Background: an optimization exercise with open tools, aiming at small area, a short achievable clock period and few clock cycles. Do not read the settings as production practice.
Only simulation tests tie the RTL to the original design; equivalence was not proved.

== v6 ==
==> flow/design.v (excerpt) <==
module seq_signed_mult(
  input         clk,
  input         rst,           
  input         start,         
  input  [7:0]  multiplier,    
  input  [7:0]  multiplicand,  
  output [14:0] product,       
  output [19:0] bcd,           
  output        sign,          
  output        done           
);
  wire [14:0] mag;
  unsigned_multiplier um(.multiplier(multiplier), .multiplicand(multiplicand),
    .product(mag));
  reg [14:0] product_r;
  reg        sign_r;
  reg        done_r;
  always @(posedge clk) begin
    if (start) begin
      product_r <= mag;
      sign_r    <= (multiplier[7] ^ multiplicand[7]) &&
                   (multiplier != 8'd0) && (multiplicand != 8'd0);
    end
  end
  always @(posedge clk) begin
    if (rst)
      done_r <= 1'b0;
    else if (start)
      done_r <= 1'b1;
  end
  bin_to_bcd binary_bcd(.in(product_r), .bcd(bcd));
  assign product = product_r;
  assign sign    = sign_r;
  assign done    = done_r;
endmodule
clock: 12.0 ns
lec_check: 0
abc_area: 1
cap_margin: 20
core_margin: 2
core_utilization: 60
slew_margin: 20
synth_hierarchical: 1
synth_minimum_keep_size: 0
standard.sh (not shown) runs the stock make flow with config.mk's settings and CLKGATE_MAP_FILE= SYNTH_SCRIPT=/design/flow/synth_recipe.tcl, a recipe that flattens the netlist after the stock synthesis.
==> flow/flow/run.sh <==
#!/bin/bash
# The standard layout, with plain buffers (not delay buffers) on the ports.
set -euo pipefail
export BUFFER_PORTS_ARGS="-buffer_cell sky130_fd_sc_hd__buf_2"
bash standard.sh > standard_flow.log 2>&1
Testbench counts of v6, summed over its fixed seeds: cycles 3,200.
Here is what was changed in the inputs of v7 compared with v6.
--- a/flow/design.v
+++ b/flow/design.v
@@ -183,25 +183,25 @@
   mul_fa u_s23(.a(c12), .b(s19), .c(s21), .s(s23), .co(c24));
   wire s25, c26;
   mul_fa u_s25(.a(c14), .b(s23), .c(c16), .s(s25), .co(c26));
   wire s27, c28;
   mul_fa u_s27(.a(ca_4), .b(cb_4), .c(pp_0_4), .s(s27), .co(c28));
   wire s29, c30;
   mul_fa u_s29(.a(pp_1_3), .b(pp_2_2), .c(pp_3_1), .s(s29), .co(c30));
   wire s31, c32;
   mul_fa u_s31(.a(pp_4_0), .b(c20), .c(c22), .s(s31), .co(c32));
   wire s33, c34;
   mul_fa u_s33(.a(s27), .b(s29), .c(c24), .s(s33), .co(c34));
   wire s35, c36;
-  mul_ha u_s35(.a(s31), .b(s33), .s(s35), .co(c36));
+  mul_fa u_s35(.a(s31), .b(s33), .c(c26), .s(s35), .co(c36));
   wire s37, c38;
   mul_fa u_s37(.a(ca_5), .b(cb_5), .c(pp_0_5), .s(s37), .co(c38));
   wire s39, c40;
   mul_fa u_s39(.a(pp_1_4), .b(pp_2_3), .c(pp_3_2), .s(s39), .co(c40));
   wire s41, c42;
   mul_fa u_s41(.a(pp_4_1), .b(pp_5_0), .c(c28), .s(s41), .co(c42));
   wire s43, c44;
   mul_fa u_s43(.a(c30), .b(s37), .c(s39), .s(s43), .co(c44));
   wire s45, c46;
   mul_fa u_s45(.a(c32), .b(s41), .c(s43), .s(s45), .co(c46));
   wire s47, c48;
   mul_ha u_s47(.a(c34), .b(s45), .s(s47), .co(c48));
@@ -209,25 +209,25 @@
   mul_fa u_s49(.a(ca_6), .b(cb_6), .c(pp_0_6), .s(s49), .co(c50));
   wire s51, c52;
   mul_fa u_s51(.a(pp_1_5), .b(pp_2_4), .c(pp_3_3), .s(s51), .co(c52));
   wire s53, c54;
   mul_fa u_s53(.a(pp_4_2), .b(pp_5_1), .c(pp_6_0), .s(s53), .co(c54));
   wire s55, c56;
   mul_fa u_s55(.a(c38), .b(c40), .c(s49), .s(s55), .co(c56));
   wire s57, c58;
   mul_fa u_s57(.a(s51), .b(s53), .c(c42), .s(s57), .co(c58));
   wire s59, c60;
   mul_fa u_s59(.a(c44), .b(s55), .c(s57), .s(s59), .co(c60));
   wire s61, c62;
-  mul_ha u_s61(.a(c46), .b(c48), .s(s61), .co(c62));
+  mul_fa u_s61(.a(c46), .b(c48), .c(s59), .s(s61), .co(c62));
   wire s63, c64;
   mul_fa u_s63(.a(pp_1_6), .b(pp_2_5), .c(pp_3_4), .s(s63), .co(c64));
   wire s65, c66;
   mul_fa u_s65(.a(pp_4_3), .b(pp_5_2), .c(pp_6_1), .s(s65), .co(c66));
   wire s67, c68;
   mul_fa u_s67(.a(c50), .b(c52), .c(c54), .s(s67), .co(c68));
   wire s69, c70;
   mul_fa u_s69(.a(s63), .b(s65), .c(c56), .s(s69), .co(c70));
   wire s71, c72;
   mul_fa u_s71(.a(s67), .b(c58), .c(s69), .s(s71), .co(c72));
   wire s73, c74;
   mul_ha u_s73(.a(c60), .b(s71), .s(s73), .co(c74));
@@ -251,27 +251,27 @@
   mul_ha u_s91(.a(s89), .b(c82), .s(s91), .co(c92));
   wire s93, c94;
   mul_fa u_s93(.a(pp_4_6), .b(pp_5_5), .c(pp_6_4), .s(s93), .co(c94));
   wire s95, c96;
   mul_fa u_s95(.a(c86), .b(s93), .c(c88), .s(s95), .co(c96));
   wire s97, c98;
   mul_ha u_s97(.a(s95), .b(c90), .s(s97), .co(c98));
   wire s99, c100;
   mul_fa u_s99(.a(pp_5_6), .b(pp_6_5), .c(c94), .s(s99), .co(c100));
   wire s101, c102;
   mul_ha u_s101(.a(s99), .b(c96), .s(s101), .co(c102));
   wire s103, c104;
-  mul_ha u_s103(.a(pp_6_6), .b(c100), .s(s103), .co(c104));
-  wire [14:0] r0 = {1'b0, c104, s103, s101, c92, c84, c74, c62, s59, c36, s35, c18, s17, s9, s3};
-  wire [14:0] r1 = {1'b0, 1'b0, c102, c98, s97, s91, s83, s73, s61, s47, c26, s25, 1'b0, 1'b0, 1'b0};
+  mul_fa u_s103(.a(pp_6_6), .b(c100), .c(c102), .s(s103), .co(c104));
+  wire [14:0] r0 = {1'b0, c104, s103, s101, c92, c84, c74, s73, s61, s47, s35, c18, s17, s9, s3};
+  wire [14:0] r1 = {1'b0, 1'b0, 1'b0, c98, s97, s91, s83, c62, 1'b0, c36, 1'b0, s25, 1'b0, 1'b0, 1'b0};
   assign product = r0 + r1;
 endmodule
 module mul_fa(input a, input b, input c, output s, output co);
   assign s = a ^ b ^ c;
   assign co = (a & b) | (a & c) | (b & c);
 endmodule
 module mul_ha(input a, input b, output s, output co);
   assign s = a ^ b;
   assign co = a & b;
 endmodule
 module mul_xnor(input a, input b, output y);
   assign y = ~(a ^ b);
## What came out
The run showing the smaller count of multi-input combinational gates is v7. For the data arrival time of the worst path, v7 came in 2520 ps lower than v6 did. Min buffering stage count on the worst path with inverters included across v6 and v7: v6. First-pass GRT wire length improves in v7 relative to v6. No stage failed in v7, and the final checks on the layout all came back clean. Average wire per cell in the routed design across v6 and v7: no real change. Routed wire length (lower): v7.
Testbench counts of v7, summed over its fixed seeds: cycles 3,200.

[re-timing with driven ports]
The results above use ideal ports. As a check the final layouts listed here were re-extracted and re-timed, cells and wires unchanged.
Step 1: set_driving_cell puts a clkbuf_16 on clk and a buf_2 on each other input, an assumption about the parent block.
Step 2 moves the port delays by t, midway between the first and last clock arrival at a register: inputs arrive t later, outputs are due t later. That takes back most of the time a late clock gives input paths.
Three values: ideal ports, drivers, drivers and shift; two values: the first two.
run | t, ns | setup slack, ns | slew at the worst register clock pin (ns) | worst data-port slew with drivers (ns)
v6 | 0.277 | 5.578 / 5.582 / 5.306 | 0.07 / 0.07 | 0.03
v7 | 0.280 | 5.692 / 5.667 / 5.441 | 0.07 / 0.07 | 0.04
After both steps every run listed still meets setup and hold. The setup slack of v6, which loses most, moves by +0.004 ns with the drivers and by -0.272 ns with both steps.
